Background: an optimization exercise with open tools, aiming at small area, a short achievable clock period and few clock cycles. Do not read the settings as production practice. Only simulation tests tie the RTL to the original design; equivalence was not proved. Power is estimated from default activity; no workload was simulated.

==> flow/design.v <==
module aoc_solver_top (
    input         clear,
    input         clock,
    input  [31:0] reg_wdata,
    input         reg_write_strobe,
    input  [3:0]  reg_addr,
    output [31:0] reg_rdata
);
    reg       in_aw, in_dw, in_start;
    reg [9:0] in_a;
    always @(posedge clock) begin
        in_aw    <= ~clear & reg_write_strobe & (reg_addr == 4'd2);
        in_dw    <= ~clear & reg_write_strobe & (reg_addr == 4'd3);
        in_start <= ~clear & reg_write_strobe & (reg_addr == 4'd0) & reg_wdata[0];
        in_a     <= reg_wdata[9:0];
    end
    reg [4:0] off, ax, pr;
    reg       a_up, a_dn, b_up, b_dn;
    always @(posedge clock)
        if (clear) begin
            off  <= 5'd0;
            ax   <= 5'd0;
            pr   <= 5'd1;
            a_up <= 1'b1;
            a_dn <= 1'b0;
            b_up <= 1'b1;
            b_dn <= 1'b1;
        end else begin
            off  <= off + 5'd1;
            a_up <= off != 5'd30;
            a_dn <= off != 5'd31;
            b_up <= off != 5'd14;
            b_dn <= off != 5'd15;
            if (in_aw) begin
                ax <= in_a[4:0];
                pr <= in_a[9:5] + off + 5'd2;
            end else
                pr <= pr + 5'd1;
        end
    reg  [1023:0] ring;     
    wire [31:0]   outA, outB, rmA, rmB;
    wire          en;
    aoc_row_proc pa (.en(en),
        .up(ring[32*30 +: 32] & {32{a_up}}), .mid(ring[32*31 +: 32]),
        .dn(ring[0 +: 32] & {32{a_dn}}), .out(outA), .rm(rmA));
    aoc_row_proc pb (.en(en),
        .up(ring[32*14 +: 32] & {32{b_up}}), .mid(ring[32*15 +: 32]),
        .dn(ring[32*16 +: 32] & {32{b_dn}}), .out(outB), .rm(rmB));
    reg         pend_v, pend_d;
    always @(posedge clock) begin
        pend_v <= ~clear & in_dw & pr[0];
        pend_d <= in_a[0];
    end
    wire        wr_v    = (in_dw | pend_v) & ~pr[0];
    wire        wr_d    = in_dw ? in_a[0] : pend_d;
    wire [3:0]  wr_p    = pr[4:1];
    wire [31:0] col_sel = 32'd1 << ax;
    genvar p;
    generate
        for (p = 0; p < 32; p = p + 1) begin : g_row
            wire [31:0] prev;
            if (p == 0)       assign prev = outA;
            else if (p == 16) assign prev = outB;
            else              assign prev = ring[32*(p-1) +: 32];
            if (p % 2 == 0) begin : g_wr
                wire        rsel = wr_v & (wr_p == p / 2);
                wire [31:0] wsel = col_sel & {32{rsel}};
                always @(posedge clock)
                    ring[32*p +: 32] <= (prev & ~wsel) | ({32{wr_d}} & wsel);
            end else begin : g_nowr
                always @(posedge clock)
                    ring[32*p +: 32] <= prev;
            end
        end
    endgenerate
    wire [63:0] cin = {ring[32*30 +: 32], ring[32*14 +: 32]};
    wire [63:0] rmv = {rmA, rmB};
    reg  [2:0]  part [0:8];
    reg         part9;
    reg  [3:0]  ro;
    integer i;
    always @(posedge clock) begin
        for (i = 0; i < 9; i = i + 1)
            part[i] <= pop7(cin[7*i +: 7]);
        part9 <= cin[63];
        for (i = 0; i < 4; i = i + 1)
            ro[i] <= |rmv[16*i +: 16];
    end
    reg [5:0] q0, q1;
    reg [6:0] psum;
    reg       rq2;
    always @(posedge clock) begin
        q0   <= ((part[0] + part[1]) + (part[2] + part[3])) + part[4];
        q1   <= ((part[5] + part[6]) + (part[7] + part[8])) + part9;
        psum <= q0 + q1;
        rq2  <= |ro;
    end
    reg        solving, fin, done, blk0, cp, bq;
    reg [1:0]  vs;            
    reg [3:0]  bc;
    reg [10:0] bs, b0;
    wire       go     = vs[1] & ~fin;
    wire       bq_now = (bc == 4'd0) ? rq2 : (bq | rq2);
    assign en = solving;
    always @(posedge clock)
        if (clear) begin
            solving <= 1'b0;
            fin     <= 1'b0;
            done    <= 1'b0;
            blk0    <= 1'b1;
            cp      <= 1'b0;
            bq      <= 1'b0;
            vs      <= 2'd0;
            bc      <= 4'd0;
            bs      <= 11'd0;
            b0      <= 11'd0;
        end else begin
            vs <= {vs[0], solving & ~fin};
            if (in_start & ~solving & ~fin & ~done)
                solving <= 1'b1;
            cp <= go & blk0 & (bc == 4'd15);
            if (go) begin
                bc <= bc + 4'd1;
                bq <= bq_now;
                bs <= ((bc == 4'd0) ? 11'd0 : bs) + psum;
                if (bc == 4'd15) begin
                    blk0 <= 1'b0;
                    if (~bq_now) begin
                        solving <= 1'b0;
                        fin     <= 1'b1;
                    end
                end
            end
            if (fin & ~done) begin
                done <= 1'b1;
                b0   <= cp ? 11'd0 : (b0 - bs);
            end else if (cp)
                b0 <= bs;
        end
    function [2:0] pop7(input [6:0] b);
        reg c1, s1, c2, s2, c3, s3;
        begin
            {c1, s1} = b[0] + b[1] + b[2];
            {c2, s2} = b[3] + b[4] + b[5];
            {c3, s3} = s1 + s2 + b[6];
            pop7 = {2'b00, s3} + ({1'b0, c1} + c2 + c3) * 2;
        end
    endfunction
    assign reg_rdata = (reg_addr == 4'd1) ? {5'd0, b0, 15'd0, done} : 32'd0;
endmodule
module aoc_row_proc (
    input         en,
    input  [31:0] up,
    input  [31:0] mid,
    input  [31:0] dn,
    output [31:0] out,
    output [31:0] rm
);
    wire [33:0] u  = {1'b0, up, 1'b0};
    wire [33:0] m  = {1'b0, mid, 1'b0};
    wire [33:0] d  = {1'b0, dn, 1'b0};
    wire [33:0] cs = u ^ m ^ d;
    wire [33:0] cc = (u & m) | (u & d) | (m & d);
    genvar x;
    generate
        for (x = 0; x < 32; x = x + 1) begin : g_col
            wire c0 = cc[x], c1 = cc[x+1], c2 = cc[x+2];
            wire s0 = cs[x], s1 = cs[x+1], s2 = cs[x+2];
            wire ge5 = (((c0 & c1) | (c0 & c2) | (c1 & c2)) & (s0 | s1 | s2 | (c0 & c1 & c2)))
                     | ((c0 | c1 | c2) & s0 & s1 & s2);
            assign rm[x] = en & mid[x] & ~ge5;
        end
    endgenerate
    assign out = mid & ~rm;
endmodule
clock: 5.0 ns
lec_check: 0
abc_area: 1
cap_margin: 20
core_margin: 2
core_utilization: 40
cts_cluster_diameter: 80
cts_cluster_size: 24
setup_slack_margin: 2.2
slew_margin: 20
run.sh (not shown) runs the stock make flow with config.mk's settings and CLKGATE_MAP_FILE= SYNTH_SCRIPT=/design/flow/synth_recipe.tcl, a recipe that flattens the netlist after the stock synthesis.
Testbench counts at the start, summed over its fixed seeds: cycles 148,160.
Rerun with:
--- a/flow/design.v
+++ b/flow/design.v
@@ -44,19 +44,25 @@
         .up(ring[32*30 +: 32] & {32{a_up}}), .mid(ring[32*31 +: 32]),
         .dn(ring[0 +: 32] & {32{a_dn}}), .out(outA), .rm(rmA));
     aoc_row_proc pb (.en(en),
         .up(ring[32*14 +: 32] & {32{b_up}}), .mid(ring[32*15 +: 32]),
         .dn(ring[32*16 +: 32] & {32{b_dn}}), .out(outB), .rm(rmB));
-    reg         pend_v, pend_d;
+    reg       pend_v, pend_d;
+    reg [4:0] pend_x;
+    reg [3:0] pend_p;
     always @(posedge clock) begin
         pend_v <= ~clear & in_dw & pr[0];
         pend_d <= in_a[0];
+        pend_x <= ax;
+        pend_p <= pr[4:1] + 4'd1;
     end
-    wire        wr_v    = (in_dw | pend_v) & ~pr[0];
-    wire        wr_d    = in_dw ? in_a[0] : pend_d;
-    wire [3:0]  wr_p    = pr[4:1];
-    wire [31:0] col_sel = 32'd1 << ax;
+    wire        now_v   = in_dw & ~pr[0];
+    wire        wr_v    = now_v | pend_v;
+    wire        wr_d    = now_v ? in_a[0] : pend_d;
+    wire [4:0]  wr_x    = now_v ? ax : pend_x;
+    wire [3:0]  wr_p    = now_v ? pr[4:1] : pend_p;
+    wire [31:0] col_sel = 32'd1 << wr_x;
     genvar p;
     generate
         for (p = 0; p < 32; p = p + 1) begin : g_row
             wire [31:0] prev;
             if (p == 0)       assign prev = outA;
The changed run went through all stages and came out clean.
Fmax fell by 0.67%.
Routed wire length increases by 23%.
Clock power goes up by 4.9%.
Sequential cell count increases by 9.
Synthesized cell count came out higher by 21%.
Cell area goes up by about 9%.
Worst hold slack barely changes.
Testbench counts after the change, summed over its fixed seeds: cycles 148,160.

==> what the ideal ports hide <==
No port has a modelled driver above. Below, the same layouts with a new extraction and two added sets of constraints.
Step 1 assumes that a clkbuf_16 drives the clock port and a buf_2 every other input.
Step 2 also shifts input and output timing later by t, the mid clock arrival at the registers, as if the neighbouring blocks saw the same clock.
Slacks: ideal / step 1 / step 2; pairs: ideal / step 1.
run | shift t [ns] | setup slack, ns | hold WS [ns] | worst setup path after step 2 | clock arrival spread, ns
the first run | 0.726 | 2.224 / 2.224 / 2.181 | 0.317 / 0.317 / 0.317 | input to register | 0.030 / 0.030
the second run | 0.741 | 2.205 / 2.205 / 2.205 | 0.316 / 0.316 / 0.316 | register to register | 0.046 / 0.046
After both steps every run listed still meets setup and hold. The setup slack of the first run, which loses most, moves by 0.000 ns with the drivers and by -0.043 ns with both steps.
